This design comes from an exercise in tuning for small area and a short achievable clock period on the open sky130 flow, not from production work.
For this run, only the layout was checked, not whether the RTL still works.
Power is estimated from default activity; no workload was simulated.

**flow/config.mk**
```make
export PLATFORM = sky130hd
export DESIGN_NAME = alu16bit
export DESIGN_NICKNAME = alu16bit
export VERILOG_FILES = /design/flow/design.v
export SDC_FILE = /design/flow/constraint.sdc
export NUM_CORES = 4
export LEC_CHECK = 0
export ABC_AREA = 0
export CAP_MARGIN = 20
export CORE_MARGIN = 2
export CORE_UTILIZATION = 40
export GPL_TIMING_DRIVEN = 0
export SETUP_SLACK_MARGIN = 0.5
export SLEW_MARGIN = 20
export SYNTH_HIERARCHICAL = 1
```
**flow/constraint.sdc**
```tcl
create_clock -name core_clock -period 7.2 [get_ports {clk}]
set_input_delay 1.4400 -clock core_clock [delete_from_list [all_inputs] [get_ports {clk}]]
set_output_delay 1.4400 -clock core_clock [all_outputs]
set_load 0.01 [all_outputs]
```
**flow/design.v**
```verilog
module alu16bit (
  input clk,
  input reset,
  input [2:0] operation,
  input [15:0] operand_A,
  input [15:0] operand_B,
  output reg [31:0] result,
  output reg carry_flag,
  output reg zero_flag
);
  wire [15:0] a = operand_A;
  wire [15:0] b = operand_B;
  wire is_add = ~reset & (operation == 3'd0);
  wire is_sub = ~reset & (operation == 3'd1);
  wire is_mul = ~reset & (operation == 3'd2);
  wire [15:0] m = is_mul ? b : {15'd0, is_add | is_sub};
  reg [15:0] cv;
  always @(*) begin
    if (reset) cv = 16'd0;
    else
    case (operation)
      3'd0: cv = b;
      3'd1: cv = ~b;
      3'd3: cv = a & b;
      3'd4: cv = a | b;
      3'd5: cv = ~(a & b);
      3'd6: cv = ~(a | b);
      3'd7: cv = a ^ b;
      default: cv = 16'd0;
    endcase
  end
  wire cin = is_sub;
  wire [15:0] cvn;
  wire t00 = ~(is_sub | (~reset & (operation == 3'd5 || operation == 3'd6)));
  wire t01 = ~(is_add | (~reset & (operation == 3'd4 || operation == 3'd5 || operation == 3'd7)));
  wire t10 = ~(is_sub | (~reset & (operation == 3'd4 || operation == 3'd5 || operation == 3'd7)));
  wire t11 = ~(is_add | (~reset & (operation == 3'd3 || operation == 3'd4)));
  genvar cb;
  generate for (cb = 0; cb < 16; cb = cb + 1) begin : g_cv
    cvbit ucv (a[cb], b[cb], t00, t01, t10, t11, cvn[cb]);
  end endgenerate
  wire is_sub_n = ~is_sub;
  wire [15:0] an = ~a;
  wire [15:0] mn = ~m;
  wire p1;
  nor2 up1 (an[0], mn[0], p1);
  wire p2;
  nor2 up2 (an[1], mn[0], p2);
  wire p3;
  nor2 up3 (an[2], mn[0], p3);
  wire p4;
  nor2 up4 (an[3], mn[0], p4);
  wire p5;
  nor2 up5 (an[4], mn[0], p5);
  wire p6;
  nor2 up6 (an[5], mn[0], p6);
  wire p7;
  nor2 up7 (an[6], mn[0], p7);
  wire p8;
  nor2 up8 (an[7], mn[0], p8);
  wire p9;
  nor2 up9 (an[8], mn[0], p9);
  wire p10;
  nor2 up10 (an[9], mn[0], p10);
  wire p11;
  nor2 up11 (an[10], mn[0], p11);
  wire p12;
  nor2 up12 (an[11], mn[0], p12);
  wire p13;
  nor2 up13 (an[12], mn[0], p13);
  wire p14;
  nor2 up14 (an[13], mn[0], p14);
  wire p15;
  nor2 up15 (an[14], mn[0], p15);
  wire p16;
  nor2 up16 (an[15], mn[0], p16);
  wire p17;
  o21ai up17 (an[0], mn[1], cvn[1], p17);
  wire p18;
  o21ai up18 (an[1], mn[1], cvn[2], p18);
  wire p19;
  o21ai up19 (an[2], mn[1], cvn[3], p19);
  wire p20;
  o21ai up20 (an[3], mn[1], cvn[4], p20);
  wire p21;
  o21ai up21 (an[4], mn[1], cvn[5], p21);
  wire p22;
  o21ai up22 (an[5], mn[1], cvn[6], p22);
  wire p23;
  o21ai up23 (an[6], mn[1], cvn[7], p23);
  wire p24;
  o21ai up24 (an[7], mn[1], cvn[8], p24);
  wire p25;
  o21ai up25 (an[8], mn[1], cvn[9], p25);
  wire p26;
  o21ai up26 (an[9], mn[1], cvn[10], p26);
  wire p27;
  o21ai up27 (an[10], mn[1], cvn[11], p27);
  wire p28;
  o21ai up28 (an[11], mn[1], cvn[12], p28);
  wire p29;
  o21ai up29 (an[12], mn[1], cvn[13], p29);
  wire p30;
  o21ai up30 (an[13], mn[1], cvn[14], p30);
  wire p31;
  o21ai up31 (an[14], mn[1], cvn[15], p31);
  wire p32;
  nor2 up32 (an[15], mn[1], p32);
  wire p33;
  nor2 up33 (an[0], mn[2], p33);
  wire p34;
  nor2 up34 (an[1], mn[2], p34);
  wire p35;
  nor2 up35 (an[2], mn[2], p35);
  wire p36;
  nor2 up36 (an[3], mn[2], p36);
  wire p37;
  nor2 up37 (an[4], mn[2], p37);
  wire p38;
  nor2 up38 (an[5], mn[2], p38);
  wire p39;
  nor2 up39 (an[6], mn[2], p39);
  wire p40;
  nor2 up40 (an[7], mn[2], p40);
  wire p41;
  nor2 up41 (an[8], mn[2], p41);
  wire p42;
  nor2 up42 (an[9], mn[2], p42);
  wire p43;
  nor2 up43 (an[10], mn[2], p43);
  wire p44;
  nor2 up44 (an[11], mn[2], p44);
  wire p45;
  nor2 up45 (an[12], mn[2], p45);
  wire p46;
  nor2 up46 (an[13], mn[2], p46);
  wire p47;
  nor2 up47 (an[14], mn[2], p47);
  wire p48;
  nor2 up48 (an[15], mn[2], p48);
  wire p49;
  nor2 up49 (an[0], mn[3], p49);
  wire p50;
  nor2 up50 (an[1], mn[3], p50);
  wire p51;
  nor2 up51 (an[2], mn[3], p51);
  wire p52;
  nor2 up52 (an[3], mn[3], p52);
  wire p53;
  nor2 up53 (an[4], mn[3], p53);
  wire p54;
  nor2 up54 (an[5], mn[3], p54);
  wire p55;
  nor2 up55 (an[6], mn[3], p55);
  wire p56;
  nor2 up56 (an[7], mn[3], p56);
  wire p57;
  nor2 up57 (an[8], mn[3], p57);
  wire p58;
  nor2 up58 (an[9], mn[3], p58);
  wire p59;
  nor2 up59 (an[10], mn[3], p59);
  wire p60;
  nor2 up60 (an[11], mn[3], p60);
  wire p61;
  nor2 up61 (an[12], mn[3], p61);
  wire p62;
  nor2 up62 (an[13], mn[3], p62);
  wire p63;
  nor2 up63 (an[14], mn[3], p63);
  wire p64;
  nor2 up64 (an[15], mn[3], p64);
  wire p65;
  nor2 up65 (an[0], mn[4], p65);
  wire p66;
  nor2 up66 (an[1], mn[4], p66);
  wire p67;
  nor2 up67 (an[2], mn[4], p67);
  wire p68;
  nor2 up68 (an[3], mn[4], p68);
  wire p69;
  nor2 up69 (an[4], mn[4], p69);
  wire p70;
  nor2 up70 (an[5], mn[4], p70);
  wire p71;
  nor2 up71 (an[6], mn[4], p71);
  wire p72;
  nor2 up72 (an[7], mn[4], p72);
  wire p73;
  nor2 up73 (an[8], mn[4], p73);
  wire p74;
  nor2 up74 (an[9], mn[4], p74);
  wire p75;
  nor2 up75 (an[10], mn[4], p75);
  wire p76;
  nor2 up76 (an[11], mn[4], p76);
  wire p77;
  nor2 up77 (an[12], mn[4], p77);
  wire p78;
  nor2 up78 (an[13], mn[4], p78);
  wire p79;
  nor2 up79 (an[14], mn[4], p79);
  wire p80;
  nor2 up80 (an[15], mn[4], p80);
  wire p81;
  nor2 up81 (an[0], mn[5], p81);
  wire p82;
  nor2 up82 (an[1], mn[5], p82);
  wire p83;
  nor2 up83 (an[2], mn[5], p83);
  wire p84;
  nor2 up84 (an[3], mn[5], p84);
  wire p85;
  nor2 up85 (an[4], mn[5], p85);
  wire p86;
  nor2 up86 (an[5], mn[5], p86);
  wire p87;
  nor2 up87 (an[6], mn[5], p87);
  wire p88;
  nor2 up88 (an[7], mn[5], p88);
  wire p89;
  nor2 up89 (an[8], mn[5], p89);
  wire p90;
  nor2 up90 (an[9], mn[5], p90);
  wire p91;
  nor2 up91 (an[10], mn[5], p91);
  wire p92;
  nor2 up92 (an[11], mn[5], p92);
  wire p93;
  nor2 up93 (an[12], mn[5], p93);
  wire p94;
  nor2 up94 (an[13], mn[5], p94);
  wire p95;
  nor2 up95 (an[14], mn[5], p95);
  wire p96;
  nor2 up96 (an[15], mn[5], p96);
  wire p97;
  nor2 up97 (an[0], mn[6], p97);
  wire p98;
  nor2 up98 (an[1], mn[6], p98);
  wire p99;
  nor2 up99 (an[2], mn[6], p99);
  wire p100;
  nor2 up100 (an[3], mn[6], p100);
  wire p101;
  nor2 up101 (an[4], mn[6], p101);
  wire p102;
  nor2 up102 (an[5], mn[6], p102);
  wire p103;
  nor2 up103 (an[6], mn[6], p103);
  wire p104;
  nor2 up104 (an[7], mn[6], p104);
  wire p105;
  nor2 up105 (an[8], mn[6], p105);
  wire p106;
  nor2 up106 (an[9], mn[6], p106);
  wire p107;
  nor2 up107 (an[10], mn[6], p107);
  wire p108;
  nor2 up108 (an[11], mn[6], p108);
  wire p109;
  nor2 up109 (an[12], mn[6], p109);
  wire p110;
  nor2 up110 (an[13], mn[6], p110);
  wire p111;
  nor2 up111 (an[14], mn[6], p111);
  wire p112;
  nor2 up112 (an[15], mn[6], p112);
  wire p113;
  nor2 up113 (an[0], mn[7], p113);
  wire p114;
  nor2 up114 (an[1], mn[7], p114);
  wire p115;
  nor2 up115 (an[2], mn[7], p115);
  wire p116;
  nor2 up116 (an[3], mn[7], p116);
  wire p117;
  nor2 up117 (an[4], mn[7], p117);
  wire p118;
  nor2 up118 (an[5], mn[7], p118);
  wire p119;
  nor2 up119 (an[6], mn[7], p119);
  wire p120;
  nor2 up120 (an[7], mn[7], p120);
  wire p121;
  nor2 up121 (an[8], mn[7], p121);
  wire p122;
  nor2 up122 (an[9], mn[7], p122);
  wire p123;
  nor2 up123 (an[10], mn[7], p123);
  wire p124;
  nor2 up124 (an[11], mn[7], p124);
  wire p125;
  nor2 up125 (an[12], mn[7], p125);
  wire p126;
  nor2 up126 (an[13], mn[7], p126);
  wire p127;
  nor2 up127 (an[14], mn[7], p127);
  wire p128;
  nor2 up128 (an[15], mn[7], p128);
  wire p129;
  nor2 up129 (an[0], mn[8], p129);
  wire p130;
  nor2 up130 (an[1], mn[8], p130);
  wire p131;
  nor2 up131 (an[2], mn[8], p131);
  wire p132;
  nor2 up132 (an[3], mn[8], p132);
  wire p133;
  nor2 up133 (an[4], mn[8], p133);
  wire p134;
  nor2 up134 (an[5], mn[8], p134);
  wire p135;
  nor2 up135 (an[6], mn[8], p135);
  wire p136;
  nor2 up136 (an[7], mn[8], p136);
  wire p137;
  nor2 up137 (an[8], mn[8], p137);
  wire p138;
  nor2 up138 (an[9], mn[8], p138);
  wire p139;
  nor2 up139 (an[10], mn[8], p139);
  wire p140;
  nor2 up140 (an[11], mn[8], p140);
  wire p141;
  nor2 up141 (an[12], mn[8], p141);
  wire p142;
  nor2 up142 (an[13], mn[8], p142);
  wire p143;
  nor2 up143 (an[14], mn[8], p143);
  wire p144;
  nor2 up144 (an[15], mn[8], p144);
  wire p145;
  nor2 up145 (an[0], mn[9], p145);
  wire p146;
  nor2 up146 (an[1], mn[9], p146);
  wire p147;
  nor2 up147 (an[2], mn[9], p147);
  wire p148;
  nor2 up148 (an[3], mn[9], p148);
  wire p149;
  nor2 up149 (an[4], mn[9], p149);
  wire p150;
  nor2 up150 (an[5], mn[9], p150);
  wire p151;
  nor2 up151 (an[6], mn[9], p151);
  wire p152;
  nor2 up152 (an[7], mn[9], p152);
  wire p153;
  nor2 up153 (an[8], mn[9], p153);
  wire p154;
  nor2 up154 (an[9], mn[9], p154);
  wire p155;
  nor2 up155 (an[10], mn[9], p155);
  wire p156;
  nor2 up156 (an[11], mn[9], p156);
  wire p157;
  nor2 up157 (an[12], mn[9], p157);
  wire p158;
  nor2 up158 (an[13], mn[9], p158);
  wire p159;
  nor2 up159 (an[14], mn[9], p159);
  wire p160;
  nor2 up160 (an[15], mn[9], p160);
  wire p161;
  nor2 up161 (an[0], mn[10], p161);
  wire p162;
  nor2 up162 (an[1], mn[10], p162);
  wire p163;
  nor2 up163 (an[2], mn[10], p163);
  wire p164;
  nor2 up164 (an[3], mn[10], p164);
  wire p165;
  nor2 up165 (an[4], mn[10], p165);
  wire p166;
  nor2 up166 (an[5], mn[10], p166);
  wire p167;
  nor2 up167 (an[6], mn[10], p167);
  wire p168;
  nor2 up168 (an[7], mn[10], p168);
  wire p169;
  nor2 up169 (an[8], mn[10], p169);
  wire p170;
  nor2 up170 (an[9], mn[10], p170);
  wire p171;
  nor2 up171 (an[10], mn[10], p171);
  wire p172;
  nor2 up172 (an[11], mn[10], p172);
  wire p173;
  nor2 up173 (an[12], mn[10], p173);
  wire p174;
  nor2 up174 (an[13], mn[10], p174);
  wire p175;
  nor2 up175 (an[14], mn[10], p175);
  wire p176;
  nor2 up176 (an[15], mn[10], p176);
  wire p177;
  nor2 up177 (an[0], mn[11], p177);
  wire p178;
  nor2 up178 (an[1], mn[11], p178);
  wire p179;
  nor2 up179 (an[2], mn[11], p179);
  wire p180;
  nor2 up180 (an[3], mn[11], p180);
  wire p181;
  nor2 up181 (an[4], mn[11], p181);
  wire p182;
  nor2 up182 (an[5], mn[11], p182);
  wire p183;
  nor2 up183 (an[6], mn[11], p183);
  wire p184;
  nor2 up184 (an[7], mn[11], p184);
  wire p185;
  nor2 up185 (an[8], mn[11], p185);
  wire p186;
  nor2 up186 (an[9], mn[11], p186);
  wire p187;
  nor2 up187 (an[10], mn[11], p187);
  wire p188;
  nor2 up188 (an[11], mn[11], p188);
  wire p189;
  nor2 up189 (an[12], mn[11], p189);
  wire p190;
  nor2 up190 (an[13], mn[11], p190);
  wire p191;
  nor2 up191 (an[14], mn[11], p191);
  wire p192;
  nor2 up192 (an[15], mn[11], p192);
  wire p193;
  nor2 up193 (an[0], mn[12], p193);
  wire p194;
  nor2 up194 (an[1], mn[12], p194);
  wire p195;
  nor2 up195 (an[2], mn[12], p195);
  wire p196;
  nor2 up196 (an[3], mn[12], p196);
  wire p197;
  nor2 up197 (an[4], mn[12], p197);
  wire p198;
  nor2 up198 (an[5], mn[12], p198);
  wire p199;
  nor2 up199 (an[6], mn[12], p199);
  wire p200;
  nor2 up200 (an[7], mn[12], p200);
  wire p201;
  nor2 up201 (an[8], mn[12], p201);
  wire p202;
  nor2 up202 (an[9], mn[12], p202);
  wire p203;
  nor2 up203 (an[10], mn[12], p203);
  wire p204;
  nor2 up204 (an[11], mn[12], p204);
  wire p205;
  nor2 up205 (an[12], mn[12], p205);
  wire p206;
  nor2 up206 (an[13], mn[12], p206);
  wire p207;
  nor2 up207 (an[14], mn[12], p207);
  wire p208;
  nor2 up208 (an[15], mn[12], p208);
  wire p209;
  nor2 up209 (an[0], mn[13], p209);
  wire p210;
  nor2 up210 (an[1], mn[13], p210);
  wire p211;
  nor2 up211 (an[2], mn[13], p211);
  wire p212;
  nor2 up212 (an[3], mn[13], p212);
  wire p213;
  nor2 up213 (an[4], mn[13], p213);
  wire p214;
  nor2 up214 (an[5], mn[13], p214);
  wire p215;
  nor2 up215 (an[6], mn[13], p215);
  wire p216;
  nor2 up216 (an[7], mn[13], p216);
  wire p217;
  nor2 up217 (an[8], mn[13], p217);
  wire p218;
  nor2 up218 (an[9], mn[13], p218);
  wire p219;
  nor2 up219 (an[10], mn[13], p219);
  wire p220;
  nor2 up220 (an[11], mn[13], p220);
  wire p221;
  nor2 up221 (an[12], mn[13], p221);
  wire p222;
  nor2 up222 (an[13], mn[13], p222);
  wire p223;
  nor2 up223 (an[14], mn[13], p223);
  wire p224;
  nor2 up224 (an[15], mn[13], p224);
  wire p225;
  nor2 up225 (an[0], mn[14], p225);
  wire p226;
  nor2 up226 (an[1], mn[14], p226);
  wire p227;
  nor2 up227 (an[2], mn[14], p227);
  wire p228;
  nor2 up228 (an[3], mn[14], p228);
  wire p229;
  nor2 up229 (an[4], mn[14], p229);
  wire p230;
  nor2 up230 (an[5], mn[14], p230);
  wire p231;
  nor2 up231 (an[6], mn[14], p231);
  wire p232;
  nor2 up232 (an[7], mn[14], p232);
  wire p233;
  nor2 up233 (an[8], mn[14], p233);
  wire p234;
  nor2 up234 (an[9], mn[14], p234);
  wire p235;
  nor2 up235 (an[10], mn[14], p235);
  wire p236;
  nor2 up236 (an[11], mn[14], p236);
  wire p237;
  nor2 up237 (an[12], mn[14], p237);
  wire p238;
  nor2 up238 (an[13], mn[14], p238);
  wire p239;
  nor2 up239 (an[14], mn[14], p239);
  wire p240;
  nor2 up240 (an[15], mn[14], p240);
  wire p241;
  nor2 up241 (an[0], mn[15], p241);
  wire p242;
  o21ai up242 (an[1], mn[15], is_sub_n, p242);
  wire p243;
  o21ai up243 (an[2], mn[15], is_sub_n, p243);
  wire p244;
  o21ai up244 (an[3], mn[15], is_sub_n, p244);
  wire p245;
  o21ai up245 (an[4], mn[15], is_sub_n, p245);
  wire p246;
  o21ai up246 (an[5], mn[15], is_sub_n, p246);
  wire p247;
  o21ai up247 (an[6], mn[15], is_sub_n, p247);
  wire p248;
  o21ai up248 (an[7], mn[15], is_sub_n, p248);
  wire p249;
  o21ai up249 (an[8], mn[15], is_sub_n, p249);
  wire p250;
  o21ai up250 (an[9], mn[15], is_sub_n, p250);
  wire p251;
  o21ai up251 (an[10], mn[15], is_sub_n, p251);
  wire p252;
  o21ai up252 (an[11], mn[15], is_sub_n, p252);
  wire p253;
  o21ai up253 (an[12], mn[15], is_sub_n, p253);
  wire p254;
  o21ai up254 (an[13], mn[15], is_sub_n, p254);
  wire p255;
  o21ai up255 (an[14], mn[15], is_sub_n, p255);
  wire p256;
  o21ai up256 (an[15], mn[15], is_sub_n, p256);
  wire n257, n258;
  ha un257 (p14, p44, n257, n258);
  wire n259, n260;
  fa un259 (p15, p45, p60, n259, n260);
  wire n261, n262;
  ha un261 (p75, p90, n261, n262);
  wire n263, n264;
  fa un263 (p16, p46, p61, n263, n264);
  wire n265, n266;
  fa un265 (p76, p91, p106, n265, n266);
  wire n267, n268;
  ha un267 (p121, p136, n267, n268);
  wire n269, n270;
  fa un269 (p32, p47, p62, n269, n270);
  wire n271, n272;
  fa un271 (p77, p92, p107, n271, n272);
  wire n273, n274;
  ha un273 (p122, p137, n273, n274);
  wire n275, n276;
  fa un275 (p48, p63, p78, n275, n276);
  wire n277, n278;
  fa un277 (p93, p108, p123, n277, n278);
  wire n279, n280;
  fa un279 (p64, p79, p94, n279, n280);
  wire n281, n282;
  ha un281 (p10, p40, n281, n282);
  wire n283, n284;
  fa un283 (p11, p41, p56, n283, n284);
  wire n285, n286;
  ha un285 (p71, p86, n285, n286);
  wire n287, n288;
  fa un287 (p12, p42, p57, n287, n288);
  wire n289, n290;
  fa un289 (p72, p87, p102, n289, n290);
  wire n291, n292;
  ha un291 (p117, p132, n291, n292);
  wire n293, n294;
  fa un293 (p13, p43, p58, n293, n294);
  wire n295, n296;
  fa un295 (p73, p88, p103, n295, n296);
  wire n297, n298;
  fa un297 (p118, p133, p148, n297, n298);
  wire n299, n300;
  ha un299 (p163, p178, n299, n300);
  wire n301, n302;
  fa un301 (p59, p74, p89, n301, n302);
  wire n303, n304;
  fa un303 (p104, p119, p134, n303, n304);
  wire n305, n306;
  fa un305 (p149, p164, p179, n305, n306);
  wire n307, n308;
  fa un307 (p194, p209, p29, n307, n308);
  wire n309, n310;
  fa un309 (p105, p120, p135, n309, n310);
  wire n311, n312;
  fa un311 (p150, p165, p180, n311, n312);
  wire n313, n314;
  fa un313 (p195, p210, p225, n313, n314);
  wire n315, n316;
  fa un315 (p30, n258, n261, n315, n316);
  wire n317, n318;
  fa un317 (p151, p166, p181, n317, n318);
  wire n319, n320;
  fa un319 (p196, p211, p226, n319, n320);
  wire n321, n322;
  fa un321 (p241, p31, n262, n321, n322);
  wire n323, n324;
  fa un323 (n267, n260, n263, n323, n324);
  wire n325, n326;
  fa un325 (p152, p167, p182, n325, n326);
  wire n327, n328;
  fa un327 (p197, p212, p227, n327, n328);
  wire n329, n330;
  fa un329 (p242, n268, n273, n329, n330);
  wire n331, n332;
  fa un331 (n264, n266, n269, n331, n332);
  wire n333, n334;
  fa un333 (p138, p153, p168, n333, n334);
  wire n335, n336;
  fa un335 (p183, p198, p213, n335, n336);
  wire n337, n338;
  fa un337 (p228, p243, n274, n337, n338);
  wire n339, n340;
  fa un339 (n270, n272, n275, n339, n340);
  wire n341, n342;
  fa un341 (p109, p124, p139, n341, n342);
  wire n343, n344;
  fa un343 (p154, p169, p184, n343, n344);
  wire n345, n346;
  fa un345 (p199, p214, p229, n345, n346);
  wire n347, n348;
  fa un347 (p244, n276, n278, n347, n348);
  wire n349, n350;
  fa un349 (p80, p95, p110, n349, n350);
  wire n351, n352;
  fa un351 (p125, p140, p155, n351, n352);
  wire n353, n354;
  fa un353 (p170, p185, p200, n353, n354);
  wire n355, n356;
  fa un355 (p215, p230, p245, n355, n356);
  wire n357, n358;
  fa un357 (p96, p111, p126, n357, n358);
  wire n359, n360;
  fa un359 (p141, p156, p171, n359, n360);
  wire n361, n362;
  fa un361 (p186, p201, p216, n361, n362);
  wire n363, n364;
  fa un363 (p112, p127, p142, n363, n364);
  wire n365, n366;
  fa un365 (p157, p172, p187, n365, n366);
  wire n367, n368;
  fa un367 (p128, p143, p158, n367, n368);
  wire n369, n370;
  ha un369 (p7, p37, n369, n370);
  wire n371, n372;
  fa un371 (p8, p38, p53, n371, n372);
  wire n373, n374;
  ha un373 (p68, p83, n373, n374);
  wire n375, n376;
  fa un375 (p9, p39, p54, n375, n376);
  wire n377, n378;
  fa un377 (p69, p84, p99, n377, n378);
  wire n379, n380;
  ha un379 (p114, p129, n379, n380);
  wire n381, n382;
  fa un381 (p55, p70, p85, n381, n382);
  wire n383, n384;
  fa un383 (p100, p115, p130, n383, n384);
  wire n385, n386;
  fa un385 (p145, p25, n281, n385, n386);
  wire n387, n388;
  fa un387 (p101, p116, p131, n387, n388);
  wire n389, n390;
  fa un389 (p146, p161, p26, n389, n390);
  wire n391, n392;
  fa un391 (n282, n285, n283, n391, n392);
  wire n393, n394;
  fa un393 (p147, p162, p177, n393, n394);
  wire n395, n396;
  fa un395 (p27, n286, n291, n395, n396);
  wire n397, n398;
  fa un397 (n284, n287, n289, n397, n398);
  wire n399, n400;
  fa un399 (p193, p28, n292, n399, n400);
  wire n401, n402;
  fa un401 (n299, n288, n290, n401, n402);
  wire n403, n404;
  fa un403 (n293, n295, n297, n403, n404);
  wire n405, n406;
  fa un405 (n300, n257, n294, n405, n406);
  wire n407, n408;
  fa un407 (n296, n298, n301, n407, n408);
  wire n409, n410;
  fa un409 (n303, n305, n307, n409, n410);
  wire n411, n412;
  fa un411 (n302, n304, n306, n411, n412);
  wire n413, n414;
  fa un413 (n308, n259, n309, n413, n414);
  wire n415, n416;
  fa un415 (n311, n313, n315, n415, n416);
  wire n417, n418;
  fa un417 (n310, n312, n314, n417, n418);
  wire n419, n420;
  fa un419 (n265, n317, n319, n419, n420);
  wire n421, n422;
  fa un421 (n316, n321, n323, n421, n422);
  wire n423, n424;
  fa un423 (n318, n320, n271, n423, n424);
  wire n425, n426;
  fa un425 (n325, n327, n322, n425, n426);
  wire n427, n428;
  fa un427 (n329, n324, n331, n427, n428);
  wire n429, n430;
  fa un429 (n326, n328, n277, n429, n430);
  wire n431, n432;
  fa un431 (n333, n335, n330, n431, n432);
  wire n433, n434;
  fa un433 (n337, n332, n339, n433, n434);
  wire n435, n436;
  fa un435 (n334, n336, n279, n435, n436);
  wire n437, n438;
  fa un437 (n341, n343, n345, n437, n438);
  wire n439, n440;
  fa un439 (n338, n340, n347, n439, n440);
  wire n441, n442;
  fa un441 (n342, n344, n346, n441, n442);
  wire n443, n444;
  fa un443 (n280, n349, n351, n443, n444);
  wire n445, n446;
  fa un445 (n353, n355, n348, n445, n446);
  wire n447, n448;
  fa un447 (p231, p246, n350, n447, n448);
  wire n449, n450;
  fa un449 (n352, n354, n356, n449, n450);
  wire n451, n452;
  fa un451 (n357, n359, n361, n451, n452);
  wire n453, n454;
  fa un453 (p202, p217, p232, n453, n454);
  wire n455, n456;
  fa un455 (p247, n358, n360, n455, n456);
  wire n457, n458;
  fa un457 (n362, n363, n365, n457, n458);
  wire n459, n460;
  fa un459 (p173, p188, p203, n459, n460);
  wire n461, n462;
  fa un461 (p218, p233, p248, n461, n462);
  wire n463, n464;
  fa un463 (n364, n366, n367, n463, n464);
  wire n465, n466;
  fa un465 (p144, p159, p174, n465, n466);
  wire n467, n468;
  fa un467 (p189, p204, p219, n467, n468);
  wire n469, n470;
  fa un469 (p234, p249, n368, n469, n470);
  wire n471, n472;
  fa un471 (p160, p175, p190, n471, n472);
  wire n473, n474;
  fa un473 (p205, p220, p235, n473, n474);
  wire n475, n476;
  fa un475 (p176, p191, p206, n475, n476);
  wire n477, n478;
  ha un477 (p5, p35, n477, n478);
  wire n479, n480;
  fa un479 (p6, p36, p51, n479, n480);
  wire n481, n482;
  ha un481 (p66, p81, n481, n482);
  wire n483, n484;
  fa un483 (p52, p67, p82, n483, n484);
  wire n485, n486;
  fa un485 (p97, p22, n369, n485, n486);
  wire n487, n488;
  fa un487 (p98, p113, p23, n487, n488);
  wire n489, n490;
  fa un489 (n370, n373, n371, n489, n490);
  wire n491, n492;
  fa un491 (p24, n374, n379, n491, n492);
  wire n493, n494;
  fa un493 (n372, n375, n377, n493, n494);
  wire n495, n496;
  fa un495 (n380, n376, n378, n495, n496);
  wire n497, n498;
  fa un497 (n381, n383, n385, n497, n498);
  wire n499, n500;
  fa un499 (n382, n384, n387, n499, n500);
  wire n501, n502;
  fa un501 (n389, n386, n391, n501, n502);
  wire n503, n504;
  fa un503 (n388, n390, n393, n503, n504);
  wire n505, n506;
  fa un505 (n395, n392, n397, n505, n506);
  wire n507, n508;
  fa un507 (n394, n396, n399, n507, n508);
  wire n509, n510;
  fa un509 (n398, n401, n403, n509, n510);
  wire n511, n512;
  fa un511 (n400, n402, n404, n511, n512);
  wire n513, n514;
  fa un513 (n405, n407, n409, n513, n514);
  wire n515, n516;
  fa un515 (n406, n408, n411, n515, n516);
  wire n517, n518;
  fa un517 (n410, n413, n415, n517, n518);
  wire n519, n520;
  fa un519 (n412, n414, n417, n519, n520);
  wire n521, n522;
  fa un521 (n419, n416, n421, n521, n522);
  wire n523, n524;
  fa un523 (n418, n420, n423, n523, n524);
  wire n525, n526;
  fa un525 (n425, n422, n427, n525, n526);
  wire n527, n528;
  fa un527 (n424, n429, n426, n527, n528);
  wire n529, n530;
  fa un529 (n431, n428, n433, n529, n530);
  wire n531, n532;
  fa un531 (n430, n435, n437, n531, n532);
  wire n533, n534;
  fa un533 (n432, n434, n439, n533, n534);
  wire n535, n536;
  fa un535 (n436, n438, n441, n535, n536);
  wire n537, n538;
  fa un537 (n443, n445, n440, n537, n538);
  wire n539, n540;
  fa un539 (n442, n444, n447, n539, n540);
  wire n541, n542;
  fa un541 (n449, n451, n446, n541, n542);
  wire n543, n544;
  fa un543 (n453, n448, n450, n543, n544);
  wire n545, n546;
  fa un545 (n452, n455, n457, n545, n546);
  wire n547, n548;
  fa un547 (n454, n459, n461, n547, n548);
  wire n549, n550;
  fa un549 (n456, n458, n463, n549, n550);
  wire n551, n552;
  fa un551 (n460, n462, n465, n551, n552);
  wire n553, n554;
  fa un553 (n467, n464, n469, n553, n554);
  wire n555, n556;
  fa un555 (p250, n466, n468, n555, n556);
  wire n557, n558;
  fa un557 (n471, n473, n470, n557, n558);
  wire n559, n560;
  fa un559 (p221, p236, p251, n559, n560);
  wire n561, n562;
  fa un561 (n472, n474, n475, n561, n562);
  wire n563, n564;
  fa un563 (p192, p207, p222, n563, n564);
  wire n565, n566;
  fa un565 (p237, p252, n476, n565, n566);
  wire n567, n568;
  fa un567 (p208, p223, p238, n567, n568);
  wire n569, n570;
  ha un569 (p4, p34, n569, n570);
  wire n571, n572;
  fa un571 (p50, p65, p20, n571, n572);
  wire n573, n574;
  fa un573 (p21, n478, n481, n573, n574);
  wire n575, n576;
  fa un575 (n482, n480, n483, n575, n576);
  wire n577, n578;
  fa un577 (n484, n487, n486, n577, n578);
  wire n579, n580;
  fa un579 (n488, n491, n490, n579, n580);
  wire n581, n582;
  fa un581 (n492, n494, n495, n581, n582);
  wire n583, n584;
  fa un583 (n496, n499, n498, n583, n584);
  wire n585, n586;
  fa un585 (n500, n503, n502, n585, n586);
  wire n587, n588;
  fa un587 (n504, n507, n506, n587, n588);
  wire n589, n590;
  fa un589 (n508, n510, n511, n589, n590);
  wire n591, n592;
  fa un591 (n512, n515, n514, n591, n592);
  wire n593, n594;
  fa un593 (n516, n519, n518, n593, n594);
  wire n595, n596;
  fa un595 (n520, n523, n522, n595, n596);
  wire n597, n598;
  fa un597 (n524, n527, n526, n597, n598);
  wire n599, n600;
  fa un599 (n528, n531, n533, n599, n600);
  wire n601, n602;
  fa un601 (n532, n535, n534, n601, n602);
  wire n603, n604;
  fa un603 (n536, n539, n538, n603, n604);
  wire n605, n606;
  fa un605 (n540, n543, n545, n605, n606);
  wire n607, n608;
  fa un607 (n547, n544, n546, n607, n608);
  wire n609, n610;
  fa un609 (n548, n551, n550, n609, n610);
  wire n611, n612;
  fa un611 (n552, n555, n557, n611, n612);
  wire n613, n614;
  fa un613 (n559, n556, n561, n613, n614);
  wire n615, n616;
  fa un615 (n560, n563, n562, n615, n616);
  wire n617, n618;
  fa un617 (p253, n564, n567, n617, n618);
  wire n619, n620;
  fa un619 (p224, p239, p254, n619, n620);
  wire n621, n622;
  ha un621 (p3, p33, n621, n622);
  wire n623, n624;
  fa un623 (p49, p19, n569, n623, n624);
  wire n625, n626;
  fa un625 (n570, n477, n571, n625, n626);
  wire n627, n628;
  fa un627 (n572, n479, n573, n627, n628);
  wire n629, n630;
  fa un629 (n574, n485, n575, n629, n630);
  wire n631, n632;
  fa un631 (n576, n489, n577, n631, n632);
  wire n633, n634;
  fa un633 (n493, n578, n579, n633, n634);
  wire n635, n636;
  fa un635 (n497, n580, n581, n635, n636);
  wire n637, n638;
  fa un637 (n582, n501, n583, n637, n638);
  wire n639, n640;
  fa un639 (n505, n584, n585, n639, n640);
  wire n641, n642;
  fa un641 (n509, n586, n587, n641, n642);
  wire n643, n644;
  fa un643 (n513, n588, n589, n643, n644);
  wire n645, n646;
  fa un645 (n517, n590, n591, n645, n646);
  wire n647, n648;
  fa un647 (n592, n521, n593, n647, n648);
  wire n649, n650;
  fa un649 (n525, n594, n595, n649, n650);
  wire n651, n652;
  fa un651 (n529, n596, n597, n651, n652);
  wire n653, n654;
  fa un653 (n530, n598, n599, n653, n654);
  wire n655, n656;
  fa un655 (n537, n600, n601, n655, n656);
  wire n657, n658;
  fa un657 (n541, n602, n603, n657, n658);
  wire n659, n660;
  fa un659 (n542, n605, n604, n659, n660);
  wire n661, n662;
  fa un661 (n549, n607, n606, n661, n662);
  wire n663, n664;
  fa un663 (n553, n608, n609, n663, n664);
  wire n665, n666;
  fa un665 (n554, n610, n611, n665, n666);
  wire n667, n668;
  fa un667 (n558, n613, n612, n667, n668);
  wire n669, n670;
  fa un669 (n565, n614, n615, n669, n670);
  wire n671, n672;
  fa un671 (n566, n617, n616, n671, n672);
  wire n673, n674;
  fa un673 (n568, n619, n618, n673, n674);
  wire n675, n676;
  fa un675 (p240, p255, n620, n675, n676);
  wire n677, n678;
  fa un677 (cin, p1, cv[0], n677, n678);
  wire n679, n680;
  fa un679 (p2, p17, n678, n679, n680);
  wire n681, n682;
  fa un681 (p18, n621, n680, n681, n682);
  wire n683, n684;
  fa un683 (n622, n623, n682, n683, n684);
  wire n685, n686;
  fa un685 (n624, n625, n684, n685, n686);
  wire n687, n688;
  fa un687 (n626, n627, n686, n687, n688);
  wire n689, n690;
  ha un689 (n628, n629, n689, n690);
  wire n691, n692;
  ha un691 (n630, n631, n691, n692);
  wire n693, n694;
  ha un693 (n632, n633, n693, n694);
  wire n695, n696;
  ha un695 (n634, n635, n695, n696);
  wire n697, n698;
  ha un697 (n636, n637, n697, n698);
  wire n699, n700;
  ha un699 (n638, n639, n699, n700);
  wire n701, n702;
  ha un701 (n640, n641, n701, n702);
  wire n703, n704;
  ha un703 (n642, n643, n703, n704);
  wire n705, n706;
  ha un705 (n644, n645, n705, n706);
  wire n707, n708;
  ha un707 (n646, n647, n707, n708);
  wire n709, n710;
  ha un709 (n648, n649, n709, n710);
  wire n711, n712;
  ha un711 (n650, n651, n711, n712);
  wire n713, n714;
  ha un713 (n652, n653, n713, n714);
  wire n715, n716;
  ha un715 (n654, n655, n715, n716);
  wire n717, n718;
  ha un717 (n656, n657, n717, n718);
  wire n719, n720;
  ha un719 (n658, n659, n719, n720);
  wire n721, n722;
  ha un721 (n660, n661, n721, n722);
  wire n723, n724;
  ha un723 (n662, n663, n723, n724);
  wire n725, n726;
  ha un725 (n664, n665, n725, n726);
  wire n727, n728;
  ha un727 (n666, n667, n727, n728);
  wire n729, n730;
  ha un729 (n668, n669, n729, n730);
  wire n731, n732;
  ha un731 (n670, n671, n731, n732);
  wire n733, n734;
  ha un733 (n672, n673, n733, n734);
  wire n735, n736;
  ha un735 (n674, n675, n735, n736);
  wire n737, n738;
  ha un737 (n676, p256, n737, n738);
  wire n739;
  aoi21 un739 (n689, n688, n690, n739);
  wire n740;
  aoi21 un740 (n693, n692, n694, n740);
  wire n741;
  nand2 un741 (n693, n691, n741);
  wire n742;
  aoi21 un742 (n697, n696, n698, n742);
  wire n743;
  nand2 un743 (n697, n695, n743);
  wire n744;
  aoi21 un744 (n701, n700, n702, n744);
  wire n745;
  nand2 un745 (n701, n699, n745);
  wire n746;
  aoi21 un746 (n705, n704, n706, n746);
  wire n747;
  nand2 un747 (n705, n703, n747);
  wire n748;
  aoi21 un748 (n709, n708, n710, n748);
  wire n749;
  nand2 un749 (n709, n707, n749);
  wire n750;
  aoi21 un750 (n713, n712, n714, n750);
  wire n751;
  nand2 un751 (n713, n711, n751);
  wire n752;
  aoi21 un752 (n717, n716, n718, n752);
  wire n753;
  nand2 un753 (n717, n715, n753);
  wire n754;
  aoi21 un754 (n721, n720, n722, n754);
  wire n755;
  nand2 un755 (n721, n719, n755);
  wire n756;
  aoi21 un756 (n725, n724, n726, n756);
  wire n757;
  nand2 un757 (n725, n723, n757);
  wire n758;
  aoi21 un758 (n729, n728, n730, n758);
  wire n759;
  nand2 un759 (n729, n727, n759);
  wire n760;
  aoi21 un760 (n733, n732, n734, n760);
  wire n761;
  nand2 un761 (n733, n731, n761);
  wire n762;
  aoi21 un762 (n737, n736, n738, n762);
  wire n763;
  nand2 un763 (n737, n735, n763);
  wire n764;
  inv1 un764 (n692, n764);
  wire n765;
  inv1 un765 (n691, n765);
  wire n766;
  oai21 un766 (n765, n739, n764, n766);
  wire n767;
  oai21 un767 (n741, n739, n740, n767);
  wire n768;
  inv1 un768 (n742, n768);
  wire n769;
  aoi21 un769 (n699, n768, n700, n769);
  wire n770;
  inv1 un770 (n743, n770);
  wire n771;
  nand2 un771 (n699, n770, n771);
  wire n772;
  oai21 un772 (n745, n742, n744, n772);
  wire n773;
  nor2 un773 (n745, n743, n773);
  wire n774;
  inv1 un774 (n746, n774);
  wire n775;
  aoi21 un775 (n707, n774, n708, n775);
  wire n776;
  inv1 un776 (n747, n776);
  wire n777;
  nand2 un777 (n707, n776, n777);
  wire n778;
  oai21 un778 (n749, n746, n748, n778);
  wire n779;
  nor2 un779 (n749, n747, n779);
  wire n780;
  inv1 un780 (n716, n780);
  wire n781;
  inv1 un781 (n715, n781);
  wire n782;
  oai21 un782 (n781, n750, n780, n782);
  wire n783;
  nor2 un783 (n781, n751, n783);
  wire n784;
  oai21 un784 (n753, n750, n752, n784);
  wire n785;
  nor2 un785 (n753, n751, n785);
  wire n786;
  inv1 un786 (n724, n786);
  wire n787;
  inv1 un787 (n723, n787);
  wire n788;
  oai21 un788 (n787, n754, n786, n788);
  wire n789;
  nor2 un789 (n787, n755, n789);
  wire n790;
  oai21 un790 (n757, n754, n756, n790);
  wire n791;
  nor2 un791 (n757, n755, n791);
  wire n792;
  inv1 un792 (n732, n792);
  wire n793;
  inv1 un793 (n731, n793);
  wire n794;
  oai21 un794 (n793, n758, n792, n794);
  wire n795;
  nor2 un795 (n793, n759, n795);
  wire n796;
  oai21 un796 (n761, n758, n760, n796);
  wire n797;
  nor2 un797 (n761, n759, n797);
  wire n798;
  inv1 un798 (is_sub, n798);
  wire n799;
  oai21 un799 (n798, n762, 1'b1, n799);
  wire n800;
  nor2 un800 (n798, n763, n800);
  wire n801;
  aoi21 un801 (n695, n767, n696, n801);
  wire n802;
  inv1 un802 (n742, n802);
  wire n803;
  inv1 un803 (n743, n803);
  wire n804;
  aoi21 un804 (n803, n767, n802, n804);
  wire n805;
  inv1 un805 (n767, n805);
  wire n806;
  oai21 un806 (n771, n805, n769, n806);
  wire n807;
  aoi21 un807 (n773, n767, n772, n807);
  wire n808;
  aoi21 un808 (n711, n778, n712, n808);
  wire n809;
  nand2 un809 (n711, n779, n809);
  wire n810;
  inv1 un810 (n750, n810);
  wire n811;
  inv1 un811 (n751, n811);
  wire n812;
  aoi21 un812 (n811, n778, n810, n812);
  wire n813;
  nand2 un813 (n811, n779, n813);
  wire n814;
  aoi21 un814 (n783, n778, n782, n814);
  wire n815;
  nand2 un815 (n783, n779, n815);
  wire n816;
  aoi21 un816 (n785, n778, n784, n816);
  wire n817;
  nand2 un817 (n785, n779, n817);
  wire n818;
  aoi21 un818 (n727, n790, n728, n818);
  wire n819;
  nand2 un819 (n727, n791, n819);
  wire n820;
  inv1 un820 (n758, n820);
  wire n821;
  inv1 un821 (n759, n821);
  wire n822;
  aoi21 un822 (n821, n790, n820, n822);
  wire n823;
  nand2 un823 (n821, n791, n823);
  wire n824;
  aoi21 un824 (n795, n790, n794, n824);
  wire n825;
  nand2 un825 (n795, n791, n825);
  wire n826;
  aoi21 un826 (n797, n790, n796, n826);
  wire n827;
  nand2 un827 (n797, n791, n827);
  wire n828;
  inv1 un828 (n704, n828);
  wire n829;
  inv1 un829 (n703, n829);
  wire n830;
  oai21 un830 (n829, n807, n828, n830);
  wire n831;
  oai21 un831 (n747, n807, n746, n831);
  wire n832;
  oai21 un832 (n777, n807, n775, n832);
  wire n833;
  inv1 un833 (n807, n833);
  wire n834;
  aoi21 un834 (n779, n833, n778, n834);
  wire n835;
  oai21 un835 (n809, n807, n808, n835);
  wire n836;
  oai21 un836 (n813, n807, n812, n836);
  wire n837;
  oai21 un837 (n815, n807, n814, n837);
  wire n838;
  oai21 un838 (n817, n807, n816, n838);
  wire n839;
  inv1 un839 (n736, n839);
  wire n840;
  inv1 un840 (n735, n840);
  wire n841;
  oai21 un841 (n840, n826, n839, n841);
  wire n842;
  nor2 un842 (n840, n827, n842);
  wire n843;
  oai21 un843 (n763, n826, n762, n843);
  wire n844;
  nor2 un844 (n763, n827, n844);
  wire n845;
  inv1 un845 (n799, n845);
  wire n846;
  inv1 un846 (n800, n846);
  wire n847;
  oai21 un847 (n846, n826, n845, n847);
  wire n848;
  nor2 un848 (n846, n827, n848);
  wire n849;
  aoi21 un849 (n719, n838, n720, n849);
  wire n850;
  inv1 un850 (n754, n850);
  wire n851;
  inv1 un851 (n755, n851);
  wire n852;
  aoi21 un852 (n851, n838, n850, n852);
  wire n853;
  aoi21 un853 (n789, n838, n788, n853);
  wire n854;
  aoi21 un854 (n791, n838, n790, n854);
  wire n855;
  inv1 un855 (n818, n855);
  wire n856;
  inv1 un856 (n819, n856);
  wire n857;
  aoi21 un857 (n856, n838, n855, n857);
  wire n858;
  inv1 un858 (n822, n858);
  wire n859;
  inv1 un859 (n823, n859);
  wire n860;
  aoi21 un860 (n859, n838, n858, n860);
  wire n861;
  inv1 un861 (n824, n861);
  wire n862;
  inv1 un862 (n825, n862);
  wire n863;
  aoi21 un863 (n862, n838, n861, n863);
  wire n864;
  inv1 un864 (n826, n864);
  wire n865;
  inv1 un865 (n827, n865);
  wire n866;
  aoi21 un866 (n865, n838, n864, n866);
  wire n867;
  aoi21 un867 (n842, n838, n841, n867);
  wire n868;
  aoi21 un868 (n844, n838, n843, n868);
  wire n869;
  aoi21 un869 (n848, n838, n847, n869);
  wire n870;
  xor2 un870 (n689, n688, n870);
  wire n871;
  xnor2 un871 (n691, n739, n871);
  wire n872;
  xor2 un872 (n693, n766, n872);
  wire n873;
  xor2 un873 (n695, n767, n873);
  wire n874;
  xnor2 un874 (n697, n801, n874);
  wire n875;
  xnor2 un875 (n699, n804, n875);
  wire n876;
  xor2 un876 (n701, n806, n876);
  wire n877;
  xnor2 un877 (n703, n807, n877);
  wire n878;
  xor2 un878 (n705, n830, n878);
  wire n879;
  xor2 un879 (n707, n831, n879);
  wire n880;
  xor2 un880 (n709, n832, n880);
  wire n881;
  xnor2 un881 (n711, n834, n881);
  wire n882;
  xor2 un882 (n713, n835, n882);
  wire n883;
  xor2 un883 (n715, n836, n883);
  wire n884;
  xor2 un884 (n717, n837, n884);
  wire n885;
  xor2 un885 (n719, n838, n885);
  wire n886;
  xnor2 un886 (n721, n849, n886);
  wire n887;
  xnor2 un887 (n723, n852, n887);
  wire n888;
  xnor2 un888 (n725, n853, n888);
  wire n889;
  xnor2 un889 (n727, n854, n889);
  wire n890;
  xnor2 un890 (n729, n857, n890);
  wire n891;
  xnor2 un891 (n731, n860, n891);
  wire n892;
  xnor2 un892 (n733, n863, n892);
  wire n893;
  xnor2 un893 (n735, n866, n893);
  wire n894;
  xnor2 un894 (n737, n867, n894);
  wire n895;
  xnor2 un895 (is_sub, n868, n895);
  wire [31:0] s = {n895, n894, n893, n892, n891, n890, n889, n888, n887, n886, n885, n884, n883, n882, n881, n880, n879, n878, n877, n876, n875, n874, n873, n872, n871, n870, n687, n685, n683, n681, n679, n677};
  wire borrow = is_sub & s[16];
  wire zero_lo = (s[15:0] == 16'd0);
  wire zero_mul = (a == 16'd0) | (b == 16'd0);
  wire [31:0] r = s;
  wire z_e = ~reset & ~is_mul & ~(|s[11:0]);
  wire z_m = ~reset & is_mul & zero_mul;
  wire z_l1, z_l2, z;
  nor2 uz1 (s[15], s[14], z_l1);
  nor2 uz2 (s[13], s[12], z_l2);
  a31o uz3 (z_l1, z_l2, z_e, z_m, z);
  always @(posedge clk) begin
    result     <= r;
    carry_flag <= borrow;
    zero_flag  <= z;
  end
endmodule
module fa (input a, input b, input c, output s, output co);
  assign s = a ^ b ^ c;
  assign co = (a & b) | (a & c) | (b & c);
endmodule
module ha (input a, input b, output s, output co);
  assign s = a ^ b;
  assign co = a & b;
endmodule
module xor2 (input a, input b, output y);
  assign y = a ^ b;
endmodule
module xnor2 (input a, input b, output y);
  assign y = ~(a ^ b);
endmodule
module nand2 (input a, input b, output y);
  assign y = ~(a & b);
endmodule
module nor2 (input a, input b, output y);
  assign y = ~(a | b);
endmodule
module inv1 (input a, output y);
  assign y = ~a;
endmodule
module a31o (input a, input b, input c, input d, output y);
  assign y = (a & b & c) | d;
endmodule
module cvbit (input a, input b, input t00, input t01, input t10, input t11, output y);
  assign y = a ? (b ? t11 : t10) : (b ? t01 : t00);
endmodule
module aoi21 (input a, input b, input c, output y);
  assign y = ~((a & b) | c);
endmodule
module o21ai (input a, input b, input c, output y);
  assign y = ~((a | b) & c);
endmodule
module oai21 (input a, input b, input c, output y);
  assign y = ~((a | b) & c);
endmodule
```
**flow/flow/run.sh**
```bash
#!/bin/bash
# The standard layout, with the port buffers made of plain buffers (sky130
# buf_1, which the resizer may upsize) instead of the delay-cell buffers that
# buffer_ports picks by default.
set -euo pipefail
export BUFFER_PORTS_ARGS="-buffer_cell sky130_fd_sc_hd__buf_1"
bash standard.sh > standard.log 2>&1
```
**flow/standard.sh**
```bash
#!/bin/bash
# synth_recipe.tcl (not shown) runs the flow's synth.tcl, then flattens the netlist and writes it again
# the make line also repeats each setting of config.mk as NAME=value (left out here)
make -C /OpenROAD-flow-scripts/flow DESIGN_CONFIG=/design/flow/config.mk WORK_HOME=/design/flow/orfs CLKGATE_MAP_FILE= SYNTH_SCRIPT=/design/flow/synth_recipe.tcl "${@:-finish}"
```
==> run notes <==
[timing repair]
action                     4_1_cts  5_1_grt
pin swaps                        2        0
setup endpoints to repair       16       13
buffers inserted                 4        2
resized for setup               23       15
[tightest hold or removal path, stage by stage]
cell	delay (ns)
buf_6	0.11
and2b_2	0.18
and3_1	0.15
[final timing paths]
check / startpoint / to / slack (ns) / depth (start not counted)
min: operation[0] / carry_flag / 1.61 / 3
max: operation[2] / result[23] / 0.70 / 19
[cells in the final DEF, fill, tap and decap left out, drive strengths merged, types with 16 or more instances in the layout]
cell   count
nand2     40
dfxtp     34
buf       77
inv       50
fa       201
nor2     242
o21ai     51
a21oi     40
xnor2     16
ha        42
[through the flow]
stage               hold WS (ns)  setup TNS [ns]
finish                      1.61               0
global route                1.63               0
CTS                         1.61               0
detailed placement          1.82           -4.66
global placement            1.83           -3.90
floorplan                   1.67               0
[power groups by stage]
stage	clock [W]	combinational, W	sequential [W]
after floorplan	0	0.000239	0.000261
after global placement	0	0.000383	0.000240
after detailed placement	0	0.000385	0.000240
after CTS	0.000304	0.000395	0.000236
after global routing	0.000313	0.000446	0.000241
final	0.000296	0.000399	0.000236
[kinds of logic (layout without fill, tap and decap cells)]
| family | after synthesis | count (layout) | share of synthesized area, % |
|---|---|---|---|
| multiplexers | 16 | 16 | 4.39 |
| AO/OA/AOI/OAI | 98 | 98 | 8.18 |
| flip-flops | 34 | 34 | 8.59 |
| AND/OR/NAND/NOR | 307 | 307 | 15.7 |
| adder cells (fa/ha/maj) | 243 | 243 | 57.4 |
| buffers and inverters | 55 | 138 | 2.81 |
| XOR/XNOR | 27 | 27 | 2.98 |
[modules after synthesis, one instance, submodules excluded]
module / flip-flops and latches / cells inside / times used / area, um^2
alu16bit: 34 / 116 / 1 / 1150
cvbit: 0 / 1 / 15 / 22.5
fa: 0 / 1 / 201 / 20.0
ha: 0 / 1 / 40 / 12.5
a31o: 0 / 1 / 1 / 8.76
aoi21: 0 / 1 / 37 / 8.76
xnor2: 0 / 1 / 15 / 8.76
xor2: 0 / 1 / 11 / 8.76
o21ai: 0 / 1 / 30 / 5.00
oai21: 0 / 1 / 20 / 5.00
inv1: 0 / 1 / 34 / 3.75
nand2: 0 / 1 / 22 / 3.75
nor2: 0 / 1 / 238 / 3.75
[registers in the layout, summed over array words and instances, names as in the netlist]
name and flops:
zero_flag 1, result 32, carry_flag 1
[layout make-up]
class / count / area [um^2]
inverter: 52 / 203
multi-input combinational: 691 / 7160
tap: 265 / 332
clock buffer: 5 / 125
timing repair buffer: 75 / 330
buffer: 3 / 27.5
clock inverter: 3 / 68.8
sequential: 34 / 681
fill: 1879 / 10500
[metal layers]
| metal | GRT usage, % | wire, um |
|---|---|---|
| met4 | 8.58 | 715 |
| met3 | 3.42 | 1400 |
| met5 | 0 | 0 |
| met2 | 36.8 | 10700 |
| met1 | 31.2 | 9360 |
==> out/qor.txt <==
Worst Setup Slack, final: 0.704 ns
DR WL/cell: 19.6 um
Setup Crit Path Kind: primary input to flip-flop
TritonRoute pass-1 iters: 5
Pwr/cell area: 104 nW/um^2
Fin cells: 1,128
Crit path max fanout: 15
Initial core utilization: 40.7%
Top delay family on crit path: adder cells
First-pass GRT wire length: 36,100 um
Vias post-DR: 6,137
Avg Cell Area, Syn: 10.2 um^2
Clk slew on worst S/H paths: 0.06 ns
Final GP Congestion: 0.880
WP data arrival: 6.68 ns
Synth top area share: 50.8%
Critical path cell sequence: buf_1 > buf_2 > a21oi_1 > or2_2 > mux4_2 > o21ai_1 > fa_1 > fa_1 > fa_1 > fa_1 > fa_1 > ha_1 > a21oi_2 > o21ai_4 > a21oi_2 > o21ai_4 > buf_12 > a21oi_2 > xnor2_1
Chip height: 145 um
Final Hold Vio Count: 0
Clk root buf: clkbuf_16
Max-slew violations: 0
Total global-route track usage: 22.8%
Buffers plus inverters on the worst setup path: 3
Cell seen most often among critical-path stages: fa_1
Clock period minus final worst setup slack: 6.50 ns
Sequential power share: 25.3%
Syn_nets: 1,060
Core Rows: 51
Nets: 1,142
CTS Sinks: 34
Top Ports: 71
Share of layout cells above drive strength 1: 12.2%
Critical Path RT: 7.38 ns
GRT overflow: 0
Worst setup SP type: primary input
Final instance area: 8930 um^2
Place WS: -0.448 ns
Worst vdd ir: 0.0733 mV
Post-synth top flop: dfxtp_1
Area Growth Syn to Fin: 12.6%
Fin crit share: 90.2%
DR vias/cell: 5.44
Leakage Power: 4.47 nW
Drt drc: 0
Count leader, synth: nor2_1
Number of synthesized flops with an enable pin: 0
HPWL Detailed: 16,600 um
Synth top area cells: fa_1 (51%), nor2_1 (11%), dfxtp_1 (8.6%)
Die Width: 145 um
Total power draw: 0.000931 W
Largest net degree at the start of global routing: 17
CP peak stage delay: 0.52 ns
Clock share of power: 31.8%
Max-Cap Viols: 0
Seq/Total Area, Yosys: 8.59%
Starting DRT DRC Count: 356
H-tree depth: 2
Sw frac: 38.4%
Slew headroom: 46.5%
Worst setup EP type: flip-flop
Post-route ant nets: 0
Status: no timing/DRC/antenna violations
Comb pwr share: 42.9%
WL final: 22,100 um
Final core utilization: 45.9%
Initial antenna violation count: 0
Cell Area, Synth: 7930 um^2
Switching Power: 0.000357 W
CP max-delay cell: fa_1
TritonCTS clock tree: yes
Slew @ Worst Pin: 0.802 ns
Port buffer count: 69
Placed insts: 1,114
Synthesized instance count: 780
Ys async rst share: 0%
Int Power: 0.000573 W
Synth Register Bits: 34
RSZ-0062 raised after global routing: true
YS warnings: 7
Final setup fails: 0
Synth area leader: fa_1
Worst hold path type: primary input to flip-flop
Core Box Area: 19,500 um^2
# diodes: 0
Max Fclk: 154 MHz
Top post-synthesis cells by count: nor2_1 (242), fa_1 (201), inv_1 (52)
Vias in the first global route: 6,679
Hold Buf Count CTS: 0
Die area: 21,000 um^2
Count of cell types in the netlist: 32
Clock buffer count from CTS: 5
Placement-stage cell area: 8520 um^2
Max clock buf depth: 2

-- static timing again, ports no longer ideal --
The results above use ideal ports. As a check the final layout listed here was re-extracted and re-timed, cells and wires unchanged. Step 1 sets driving cells, clkbuf_16 on the clock port and buf_2 on the other inputs (assumed; they add their load-dependent delay and slew). Step 2 also shifts input and output timing later by t, the mid clock arrival at the registers, as if the neighbouring blocks saw the same clock. Slacks: ideal ports / drivers / drivers and shift; pairs: ideal ports / drivers.
shift t [ns]: 0.336
slack for setup (ns): 0.704 / 0.721 / 0.385
hold WS [ns]: 1.614 / 1.608 / 1.845
worst setup path after step 2: input to register
latest minus earliest clock arrival (ns): 0.006 / 0.006
After both steps this run still meets setup and hold. For this run, drivers alone change the setup slack by +0.017 ns; drivers and shift together by -0.319 ns.
